From an optimization exercise on the open Yosys and OpenROAD flow, aimed at small area, a short achievable clock period and few clock cycles; shortcuts taken in it are not production practice. In this exercise RTL edits were held to simulation tests only and were not proved equivalent to the original. Power is estimated from default activity; no workload was simulated.

old:
==> flow/design.v <==
`timescale 1ns / 1ps
module processor_16b(
input clk, rst,
input [15:0] din,
output [15:0] dataout, address,
output [7:0] status,
output mem_wr
    );
    reg        exe;             
    reg        dv;              
    reg        mv;              
    reg [15:0] pc;              
    reg [15:0] ir;
    reg [15:0] opa, opb;        
    reg        fN, fZ, fC;
    reg [16:0] acc;             
    reg [3:0]  cnt;             
    reg        d_ua;            
    reg        d_ub;            
    reg        d_wr;            
    reg        d_cal;           
    reg        d_ill;           
    function legal_f;
        input [15:0] w;
        legal_f = (w[15:12] == 4'b0100) && (w[11:7] <= 5'd17);
    endfunction
    wire [2:0] wa = ir[8:6];
    wire [4:0] k  = ir[11:7];
    wire legal = legal_f(ir);
    wire op_add = legal && k == 5'd0;
    wire op_sub = legal && k == 5'd1;
    wire op_mul = legal && k == 5'd2;
    wire op_div = legal && k == 5'd4;
    wire op_inc = legal && k == 5'd5;
    wire op_dec = legal && k == 5'd6;
    wire op_and = legal && k == 5'd7;
    wire op_or  = legal && k == 5'd8;
    wire op_xor = legal && k == 5'd9;
    wire op_not = legal && k == 5'd10;
    wire op_ld  = legal && k == 5'd11;
    wire op_st  = legal && k == 5'd12;
    wire op_cal = legal && k == 5'd16;
    wire op_ret = legal && k == 5'd17;
    wire op_br  = legal && (k == 5'd13 || k == 5'd14 || k == 5'd15);
    wire [15:0] a = opa;
    wire [15:0] b = opb;
    wire        subm = op_sub || op_div;
    wire [15:0] yb   = op_inc ? 16'h0000 : op_dec ? 16'hFFFF : subm ? ~b : b;
    function [16:0] radd;
        input [15:0] x, y;
        input        ci;
        integer i;
        reg c;
        begin
            c = ci;
            for (i = 0; i < 16; i = i + 1) begin
                radd[i] = x[i] ^ y[i] ^ c;
                c = (x[i] & y[i]) | (c & (x[i] ^ y[i]));
            end
            radd[16] = c;
        end
    endfunction
    function [8:0] radd8;
        input [7:0] x, y;
        input       ci;
        integer i;
        reg c;
        begin
            c = ci;
            for (i = 0; i < 8; i = i + 1) begin
                radd8[i] = x[i] ^ y[i] ^ c;
                c = (x[i] & y[i]) | (c & (x[i] ^ y[i]));
            end
            radd8[8] = c;
        end
    endfunction
    function [16:0] csadd;
        input [15:0] x, y;
        input        ci;
        reg [8:0] lo, h0, h1;
        begin
            lo = radd8(x[7:0], y[7:0], ci);
            h0 = radd8(x[15:8], y[15:8], 1'b0);
            h1 = radd8(x[15:8], y[15:8], 1'b1);
            csadd = {lo[8] ? h1 : h0, lo[7:0]};
        end
    endfunction
    function gtf;
        input [15:0] x, y;                            
        integer i;
        reg c;
        begin
            c = 1'b0;
            for (i = 0; i < 16; i = i + 1)
                c = (y[i] & ~x[i]) | (c & ~(x[i] ^ y[i]));
            gtf = c;
        end
    endfunction
    wire [16:0] sum  = csadd(a, yb, subm || op_inc);
    wire        cry  = sum[16] ^ subm;                
    function [4:0] blen;
        input [15:0] x;
        integer i;
        begin
            blen = 5'd0;
            for (i = 0; i < 16; i = i + 1)
                if (x[i]) blen = i + 1;
        end
    endfunction
    wire [4:0] la = blen(a);
    wire [4:0] lb = blen(b);
    wire [3:0] d0 = la[3:0] - lb[3:0];
    wire b_zero = (b == 16'd0);
    wire div_one = (la == lb);                        
    wire b_gt_a = cry;                                
    wire div_trivial = b_zero || b_gt_a || div_one;    
    wire [15:0] rem   = opa;
    wire [15:0] bs    = b << cnt;
    wire [16:0] rsum  = csadd(rem, ~bs, 1'b1);
    wire [16:0] rdiff = {~rsum[16], rsum[15:0]};      
    wire        qbit  = ~rdiff[16];
    wire [15:0] qnext = {acc[14:0], qbit};
    function [2:0] topdig;                            
        input [15:0] x;
        begin
            if (x[15])              topdig = 3'd5;
            else if (|x[14:12])     topdig = 3'd4;
            else if (|x[11:9])      topdig = 3'd3;
            else if (|x[8:6])       topdig = 3'd2;
            else if (|x[5:3])       topdig = 3'd1;
            else                    topdig = 3'd0;
        end
    endfunction
    wire [2:0]  ja  = topdig(a);
    wire [2:0]  jb  = topdig(b);
    wire        swp = (ja < jb);
    wire [15:0] mx  = swp ? a : b;
    wire [15:0] mm  = swp ? b : a;
    wire [2:0]  mj0 = swp ? ja : jb;                  
    wire [2:0]  mj  = mv ? cnt[2:0] : mj0;
    reg  [2:0]  dg;
    always @(*) begin
        case (mj)
            3'd0: dg = mx[2:0];
            3'd1: dg = mx[5:3];
            3'd2: dg = mx[8:6];
            3'd3: dg = mx[11:9];
            3'd4: dg = mx[14:12];
            default: dg = {2'b00, mx[15]};
        endcase
    end
    wire [16:0] mbase = mv ? {acc[13:0], 3'b000} : 17'd0;
    wire [16:0] mres  = mbase + ({17{dg[0]}} & {1'b0, mm}) + ({17{dg[1]}} & {mm, 1'b0})
                      + ({17{dg[2]}} & {mm[14:0], 2'b00});
    wire        mlast = (mj == 3'd0);
    wire s_q   = dv;
    wire s_m   = mv || op_mul;
    wire s_sum = !dv && !mv && (op_add || op_sub || op_inc || op_dec);
    wire s_dv  = !dv && !mv && op_div;
    wire s_and = !dv && !mv && op_and;
    wire s_or  = !dv && !mv && op_or;
    wire s_xor = !dv && !mv && op_xor;
    wire s_not = !dv && !mv && op_not;
    wire s_b   = !(s_q || s_m || s_sum || s_dv || s_and || s_or || s_xor || s_not);
    wire [15:0] res = ({16{s_q}} & qnext) | ({16{s_m}} & mres[15:0]) | ({16{s_sum}} & sum[15:0])
                    | ({16{s_dv && b_zero}}) | {15'd0, s_dv && !b_gt_a}
                    | ({16{s_and}} & (a & b)) | ({16{s_or}} & (a | b)) | ({16{s_xor}} & (a ^ b))
                    | ({16{s_not}} & ~a) | ({16{s_b}} & b);
    wire setf = dv || mv || op_add || op_sub || op_mul || op_div;
    wire cres = (s_m && mres[16]) || (!dv && !mv && (op_add || op_sub) && cry);
    wire div_go  = op_div && !div_trivial;             
    wire div_end = dv && (cnt == 4'd0);
    wire mul_go  = op_mul && !mlast;                   
    wire mul_end = mv && mlast;
    wire seq = exe && !dv && !mv && legal && !(op_ld || op_st || op_cal || op_ret || div_go || mul_go);
    wire fetch = !exe || seq || div_end || mul_end;
    wire to_fetch = exe && (op_ld || op_st || op_cal || op_ret);
    wire wr_reg = exe && !dv && !mv && legal && !(op_st || op_cal || op_ret || op_br || div_go || mul_go) ||
                  div_end || mul_end;
    wire wr_fwd = wr_reg && !op_ld;
    assign address = d_ua ? a : d_ub ? b : pc;
    reg [15:0] pinc;
    integer pi;
    reg pcy;
    always @(*) begin
        pcy = 1'b1;
        for (pi = 0; pi < 16; pi = pi + 1) begin
            pinc[pi] = address[pi] ^ pcy;
            pcy = pcy & address[pi];
        end
    end
    assign dataout = d_cal ? pc : b;
    assign mem_wr  = d_wr;
    assign status  = d_ill ? 8'hF0 : 8'h00;
    wire [15:0] wdata = rst ? 16'd0 : op_ld ? din : res;
    wire [15:0] rf [0:7];
    genvar g;
    generate for (g = 0; g < 8; g = g + 1) begin : regs
        reg [15:0] r;
        wire en = rst || (wr_reg && wa == g);
        always @(posedge clk)
            if (en) r <= wdata;
        assign rf[g] = r;
    end endgenerate
    wire [2:0]  nfa = din[5:3];
    wire [2:0]  nsa = din[2:0];
    wire        fwa = wr_fwd && wa == nfa;
    wire        fwb = wr_fwd && wa == nsa;
    reg  [15:0] na, nb;
    integer ri;
    always @(*) begin
        na = {16{fwa}} & res;
        nb = {16{fwb}} & res;
        for (ri = 0; ri < 8; ri = ri + 1) begin
            na = na | ({16{nfa == ri && !(wr_fwd && wa == ri)}} & rf[ri]);
            nb = nb | ({16{nsa == ri && !(wr_fwd && wa == ri)}} & rf[ri]);
        end
    end
    wire        nz  = (wr_fwd && setf) ? (res == 16'd0) : fZ;
    wire [4:0]  nk  = din[11:7];
    wire        nl  = legal_f(din);
    always @(posedge clk)
        if (fetch) begin
            ir  <= din;
            opa <= na;
            opb <= nb;
        end else if (dv && qbit)
            opa <= rdiff[15:0];
    always @(posedge clk) begin
        if (rst || (!fetch && to_fetch)) begin
            d_ua <= 1'b0; d_ub <= 1'b0; d_wr <= 1'b0; d_cal <= 1'b0; d_ill <= 1'b0;
        end else if (fetch) begin
            d_ua  <= nl && (nk == 5'd12 || nk == 5'd16 || nk == 5'd17);
            d_ub  <= nl && (nk == 5'd11 || nk == 5'd13 || (nk == 5'd14 && nz) || (nk == 5'd15 && !nz));
            d_wr  <= nl && (nk == 5'd12 || nk == 5'd16);
            d_cal <= nl && nk == 5'd16;
            d_ill <= !nl;
        end
    end
    always @(posedge clk) begin
        if (div_go && exe && !dv && !mv) begin
            acc <= 17'd0;
            cnt <= d0;
        end else if (mul_go && exe && !dv && !mv) begin
            acc <= mres;
            cnt <= {1'b0, mj0 - 3'd1};
        end else if (dv) begin
            acc[15:0] <= qnext;
            cnt <= cnt - 4'd1;
        end else if (mv) begin
            acc <= mres;
            cnt <= cnt - 4'd1;
        end
    end
    always @(posedge clk) begin
        if (rst)
            {fN, fZ, fC} <= 3'b000;
        else if (wr_reg && setf)
            {fN, fZ, fC} <= {res[15], res == 16'd0, cres};
    end
    always @(posedge clk) begin
        if (rst) begin
            exe <= 1'b0;
            dv  <= 1'b0;
            mv  <= 1'b0;
            pc  <= 16'd0;
        end else begin
            if (fetch) begin
                pc  <= pinc;
                exe <= 1'b1;
            end else if (to_fetch) begin
                exe <= 1'b0;
                if (op_cal)
                    pc <= b;
                if (op_ret)
                    pc <= din;
            end
            if (div_go && exe && !dv && !mv)
                dv <= 1'b1;
            else if (div_end)
                dv <= 1'b0;
            if (mul_go && exe && !dv && !mv)
                mv <= 1'b1;
            else if (mul_end)
                mv <= 1'b0;
        end
    end
endmodule
==> flow/config.mk <==
export PLATFORM = sky130hd
export DESIGN_NAME = processor_16b
export DESIGN_NICKNAME = processor_16b
export VERILOG_FILES = /design/flow/design.v
export SDC_FILE = /design/flow/constraint.sdc
export NUM_CORES = 4
export LEC_CHECK = 0
export CAP_MARGIN = 20
export CORE_MARGIN = 2
export CORE_UTILIZATION = 65
export CTS_BUF_LIST = sky130_fd_sc_hd__clkbuf_16
export CTS_CLUSTER_DIAMETER = 100
export CTS_CLUSTER_SIZE = 30
export PLACE_DENSITY = 0.8
export SLEW_MARGIN = 20
==> flow/constraint.sdc <==
create_clock -name core_clock -period 50.0 [get_ports {clk}]
set_input_delay 10.0000 -clock core_clock [delete_from_list [all_inputs] [get_ports {clk}]]
set_output_delay 10.0000 -clock core_clock [all_outputs]
set_load 0.01 [all_outputs]
standard.sh (not shown) runs the stock make flow with config.mk's settings and CLKGATE_MAP_FILE= SYNTH_SCRIPT=/design/flow/synth_recipe.tcl, a recipe that flattens the netlist after the stock synthesis.
==> flow/flow/run.sh <==
#!/bin/bash
# The standard layout, with two changes in how it is made:
#  - repair_timing is asked to leave a setup margin, so that the paths that
#    set the achieved period (bus outputs, din inputs, ALU) are sized and
#    buffered for a short period rather than only for the 50 ns clock;
#  - every port still gets its buffer, but a plain buf_2 is asked for rather
#    than the delay cells the port buffering otherwise picks.
# The SDC, clock period, synthesis and every other step are the standard ones.
set -euo pipefail
bash standard.sh SETUP_SLACK_MARGIN=38.2 "BUFFER_PORTS_ARGS=-buffer_cell sky130_fd_sc_hd__buf_2" finish > standard.log 2>&1
Every stage of the flow completed for old, and the final layout passed the timing, DRC and antenna checks.
Testbench counts of old, summed over its fixed seeds: cycles 29,935.
Input-level comparison between new and old:
Settings: CORE_UTILIZATION now 55, was 65; PLACE_DENSITY now 0.7, was 0.8; CTS_CLUSTER_SIZE now 25, was 30; CTS_CLUSTER_DIAMETER now 80, was 100.
diff --git a/flow/flow/run.sh b/flow/flow/run.sh
--- a/flow/flow/run.sh
+++ b/flow/flow/run.sh
@@ -10 +10 @@
-bash standard.sh SETUP_SLACK_MARGIN=38.2 "BUFFER_PORTS_ARGS=-buffer_cell sky130_fd_sc_hd__buf_2" finish > standard.log 2>&1
+bash standard.sh SETUP_SLACK_MARGIN=37.8 "BUFFER_PORTS_ARGS=-buffer_cell sky130_fd_sc_hd__buf_2" finish > standard.log 2>&1
## What came out
new vs. old: fraction of power consumed by sequential logic decreased by 1.1 points relative to the old numbers; cell area up about 0.9%.
The run showing the greater maximum clock skew at final layout is new.

separate check: timing with driven ports:
The results above use ideal ports. As a check the final layouts listed here were re-extracted and re-timed, cells and wires unchanged.
Step 1: set_driving_cell puts a clkbuf_16 on clk and a buf_2 on each other input, an assumption about the parent block.
Step 2, shift: input delay + t, output delay - t, t = (earliest + latest rising clock arrival at the registers) / 2. This alone moves slack from input paths to output paths.
a / b / c = ideal ports / drivers / drivers and shift; a / b = the first two.
run | shift t [ns] | setup slack, ns | worst hold slack (ns) | slew at the worst register clock pin (ns)
old | 0.546 | 38.154 / 38.105 / 37.886 | 0.479 / 0.479 / 0.479 | 0.11 / 0.11
new | 0.558 | 37.784 / 37.730 / 37.844 | 0.471 / 0.471 / 0.471 | 0.10 / 0.10
After both steps every run listed still meets setup and hold. The setup slack of old, which loses most, moves by -0.049 ns with the drivers and by -0.268 ns with both steps.
